This is an optimization exercise on Yosys and OpenROAD, whose aim is small area, not a production implementation.
RTL that was checked went through simulation tests only; none was proved equivalent to the original.
Power and IR drop assume default switching activity.

==> inputs of pepper <==
==> flow/design.v (excerpt) <==
module arbiter256 (
	input enable,
	input [255:0] req,
	output [255:0] grant,
	output reg [7:0] select,
	output reg valid,
	input clock,
	input reset
);
Settings: LEC_CHECK=0, CAP_MARGIN=20, CORE_MARGIN=2, CORE_UTILIZATION=75, GPL_TIMING_DRIVEN=1, PLACE_DENSITY=0.9, SETUP_SLACK_MARGIN=0.05, SLEW_MARGIN=20, SYNTH_HIERARCHICAL=1; clock period 3.5 ns.
standard.sh (not shown) runs the stock make flow with config.mk's settings and CLKGATE_MAP_FILE= SYNTH_SCRIPT=/design/flow/synth_recipe.tcl, a recipe that flattens the netlist after the stock synthesis.
==> flow/flow/run.sh <==
#!/bin/bash
# The standard layout (standard.sh), with these changes:
#  - after synthesis, every combinational cell is sized down to the
#    smallest cell of its function (flow/downsize.tcl); timing repair
#    sizes up again where needed;
#  - the port buffers are the smallest buffer cell;
#  - repair_design after placement does not use the largest buffers
#    (flow/resize_dont_use.tcl);
#  - clock tree synthesis options from flow/cts_args.txt.
cp standard.sh standard_sh.txt
export POST_SYNTH_TCL="$PWD/flow/downsize.tcl"
export PRE_RESIZE_TCL="$PWD/flow/resize_dont_use.tcl"
export BUFFER_PORTS_ARGS="-buffer_cell sky130_fd_sc_hd__buf_1"
if [[ -f flow/cts_args.txt ]]; then
  export CTS_ARGS="$(cat flow/cts_args.txt)"
fi
bash standard.sh > standard.log 2>&1
Other scripts of this flow, unchanged in this note and not shown: flow/flow/cts_args.txt, flow/flow/downsize.tcl, flow/flow/resize_dont_use.tcl
==> zinc: changes against pepper <==
--- a/flow/config.mk
+++ b/flow/config.mk
@@ -9,5 +9,4 @@
 export CORE_MARGIN = 2
-export CORE_UTILIZATION = 75
+export CORE_UTILIZATION = 40
 export GPL_TIMING_DRIVEN = 1
-export PLACE_DENSITY = 0.9
 export SETUP_SLACK_MARGIN = 0.05
==> comparison <==
- pepper aborted during I/O pin placement (PPL-0024). zinc completed with no timing, DRC or antenna violations.
- In synthesized cell count, zinc and pepper do not differ.
- Synthesized area is the same in zinc and pepper.

========
==> v13 <==
arbiter256, a different RTL version from the one above (not shown whole).
// arbiter256
module arbiter256 (
	input enable,
	input [255:0] req,
	output [255:0] grant,
	output reg [7:0] select,
	output reg valid,
	input clock,
	input reset
);
export LEC_CHECK = 0
export CAP_MARGIN = 20
export CORE_MARGIN = 2
export CORE_UTILIZATION = 40
export GPL_TIMING_DRIVEN = 0
export SLEW_MARGIN = 20
export SYNTH_HIERARCHICAL = 1
create_clock -name core_clock -period 3.5 [get_ports {clock}]
==> flow/flow/run.sh <==
#!/bin/bash
# The standard layout (standard.sh), with three changes:
#  - after synthesis, every combinational cell is sized down to the
#    smallest cell of its function (flow/downsize.tcl); timing repair
#    sizes up again where needed;
#  - the port buffers are the smallest buffer cell;
#  - clock tree synthesis options from flow/cts_args.txt, if present.
cp standard.sh standard_sh.txt
export POST_SYNTH_TCL="$PWD/flow/downsize.tcl"
export BUFFER_PORTS_ARGS="-buffer_cell sky130_fd_sc_hd__buf_1"
if [[ -f flow/cts_args.txt ]]; then
  export CTS_ARGS="$(cat flow/cts_args.txt)"
fi
bash standard.sh > standard.log 2>&1
==> flow/flow/downsize.tcl <==
# Size every combinational cell from synthesis down to the smallest cell of
# the same function (timing repair later sizes up where timing needs it).
set n 0
foreach inst [get_cells *] {
  set cell [get_property $inst ref_name]
  if {![regexp {^(sky130_fd_sc_hd__([a-z0-9]+))_([0-9]+)$} $cell -> base fn drive]} { continue }
  if {[regexp {^(df|dl|sdf|edf|sedf|clk|buf|conb|tap|fill|decap|diode)} $fn]} { continue }
  set best $cell
  set best_area [get_property [get_lib_cells $cell] area]
  foreach lc [get_lib_cells ${base}_*] {
    set name [get_property $lc name]
    if {![regexp "^${base}_\[0-9\]+\$" $name]} { continue }
    if {[get_property $lc dont_use]} { continue }
    set a [get_property $lc area]
    if {$a < $best_area - 1e-6} { set best $name; set best_area $a }
  }
  if {$best ne $cell} {
    replace_cell $inst $best
    incr n
  }
}
puts "downsize: replaced $n cells"
==> inputs of v33, as changes to v13 <==
==> flow/flow/cts_args.txt (new file) <==
-sink_clustering_enable -repair_clock_nets -dont_use_dummy_load -buf_list {sky130_fd_sc_hd__clkbuf_8} -sink_clustering_size 16 -sink_clustering_max_diameter 80
==> impl.org <==
** Status
- Run status :: finished clean

** Cells and area
- Area growth from synthesis to layout :: 26.1%
- Share of the final layout cell area in multi-input gates :: 39.3%
- Number of diodes added for antenna fixing :: 13

** GRT
- GR met3 Demand/Resource :: 7.05%
- Vias in the first global route :: 14,700

** Route
- Vias post-DR :: about 17,000
- Router iterations before antenna repair :: 7
- Final wirelength :: 57,700 um

** Worst setup path
- The worst register-to-register path has a setup slack of 1.17 ns.

** Power and ir drop
- VDD sags by at most about 350 uV.
- PwrDens :: around 600 nW/um2

** Clocking
- After clock tree synthesis, the clock-pin slew on the worst setup and hold paths is 0.06 ns.
Source of the figures above: v13

==> impl.org <==
** Worst setup path
- The worst register-to-register path has a setup slack of 1.16 ns.

** Cells and area
- Share of the final layout cell area in multi-input gates :: 41.0%
- Compared with the post-synthesis result, the final layout area differs by 20.9%.
- Number of diodes added for antenna fixing :: 8

** Status
- Run status :: finished clean

** GRT
- The number of global-route vias before repair was 14,600.

** Route
- Router iterations before antenna repair :: 6

** Clocking
- Clock input transition at the sequential cells of the worst setup and hold paths :: around 0.11 ns
Source of the figures above: v33


========
==> inputs of ember <==
Another version of the RTL of arbiter256 (not shown whole).
// arbiter256
module arbiter256 (
	input enable,
	input [255:0] req,
	output [255:0] grant,
	output reg [7:0] select,
	output reg valid,
	input clock,
	input reset
);
clock: 3.5 ns
lec_check: 0
cap_margin: 20
core_margin: 2
core_utilization: 60
gpl_timing_driven: 1
place_density: 0.8
setup_slack_margin: 0.05
slew_margin: 20
synth_hierarchical: 1
==> flow/flow/run.sh <==
#!/bin/bash
# The standard layout (standard.sh), with these changes:
#  - after synthesis, every combinational cell is sized down to the
#    smallest cell of its function (flow/downsize.tcl); timing repair
#    sizes up again where needed;
#  - the port buffers are the smallest buffer cell;
#  - repair_design after placement does not use the largest buffers
#    (flow/resize_dont_use.tcl);
#  - clock tree synthesis options from flow/cts_args.txt.
cp standard.sh standard_sh.txt
export POST_SYNTH_TCL="$PWD/flow/downsize.tcl"
export PRE_RESIZE_TCL="$PWD/flow/resize_dont_use.tcl"
export BUFFER_PORTS_ARGS="-buffer_cell sky130_fd_sc_hd__buf_1"
if [[ -f flow/cts_args.txt ]]; then
  export CTS_ARGS="$(cat flow/cts_args.txt)"
fi
bash standard.sh > standard.log 2>&1
Other scripts of this flow, unchanged in this note and not shown: flow/flow/cts_args.txt, flow/flow/downsize.tcl, flow/flow/resize_dont_use.tcl
==> inputs of lagoon, as changes to ember <==
--- a/flow/config.mk
+++ b/flow/config.mk
@@ -8,7 +8,7 @@
 export CAP_MARGIN = 20
 export CORE_MARGIN = 2
 export CORE_UTILIZATION = 60
-export GPL_TIMING_DRIVEN = 1
+export GPL_TIMING_DRIVEN = 0
 export PLACE_DENSITY = 0.8
 export SETUP_SLACK_MARGIN = 0.05
 export SLEW_MARGIN = 20
==> impl.org <==
** STA
- Smallest setup slack after layout :: -0.1025 ns
- Post-route worst hold slack :: 0.2849 ns
- Number of failing setup endpoints in the final timing report :: 67

** Cells and area
- Of the cells placed in the final design, the portion with a size suffix greater than 1 is 11.97%.
- Portion of the layout cell area used by clock cells :: 1.564%

** Placement
- Detailed placement finished with a half-perimeter wire length of 35920 um.

** Setup path
- In this run the number of cells on the critical path is 5.
- Critical path's largest stage delay :: 0.68 ns

** Outcome
- The run finished, with violations left.
- The layout checks failed on negative setup slack.

** GRT
- The first global-routing pass estimated 70880 um of wire.

** Pwr
- Share of power burned in combinational logic :: 42.4%
- Sequential power :: 4.64 mW

** Clock network
- Number of resized instances in the post-cts repair step :: 14
-- figures above: lagoon

==> impl.org <==
** Cells and area
- The post-route netlist has 10.15% of its cells at a drive strength greater than 1.
- Of all the cell area in the finished design, the clock network holds 1.579%.

** Pwr
- Share of power burned in combinational logic :: 44.1%
- Sequential power :: 4.46 mW

** Outcome
- Failed Checks :: negative setup slack
- The run finished, with violations left.

** Clock network
- Clock slew at the register clock pins of the worst setup and hold paths :: 0.11 ns
- The number of gates resized after CTS was 10.

** Setup path
- On the worst path, the slowest cell contributes a delay of 0.62 ns.
- Instance count on the critical path :: 6
- Reg-to-reg critical path endpoint :: ev_n_q$_DFF_PP1_

** STA
- Smallest setup slack after layout :: -0.05652 ns
- Setup violations remaining at the end of the flow were counted as 18.
- Post-route worst hold slack :: 0.2535 ns

** GRT
- First-pass GRT wire length :: 72030 um
-- figures above: ember

Function was not checked in any run of this note: the RTL went through the layout flow alone.

## static timing again, ports no longer ideal
How much do the figures lean on ideal ports? The routed layouts below were timed once more, with nothing changed but the port constraints. Step 1: set_driving_cell puts a clkbuf_16 on clock and a buf_2 on each other input, an assumption about the parent block. Step 2 also shifts input and output timing later by t, the mid clock arrival at the registers, as if the neighbouring blocks saw the same clock. Three values: ideal, step 1, step 2; two values: the first two.
run	t, ns	slack for setup (ns)	hold WS [ns]	worst register clock-pin slew, ns	pins driven straight from the clock port
zinc	0.591	0.116 / 0.066 / 0.531	0.248 / 0.219 / 0.466	0.11 / 0.11	1
v13	0.556	0.279 / 0.220 / 0.776	0.193 / 0.156 / 0.594	0.06 / 0.06	1
v33	0.589	0.180 / 0.126 / 0.716	0.144 / 0.113 / 0.603	0.11 / 0.11	1
ember	0.581	-0.057 / -0.106 / 0.378	0.253 / 0.224 / 0.465	0.11 / 0.11	1
lagoon	0.580	-0.103 / -0.150 / 0.342	0.285 / 0.259 / 0.466	0.12 / 0.12	1
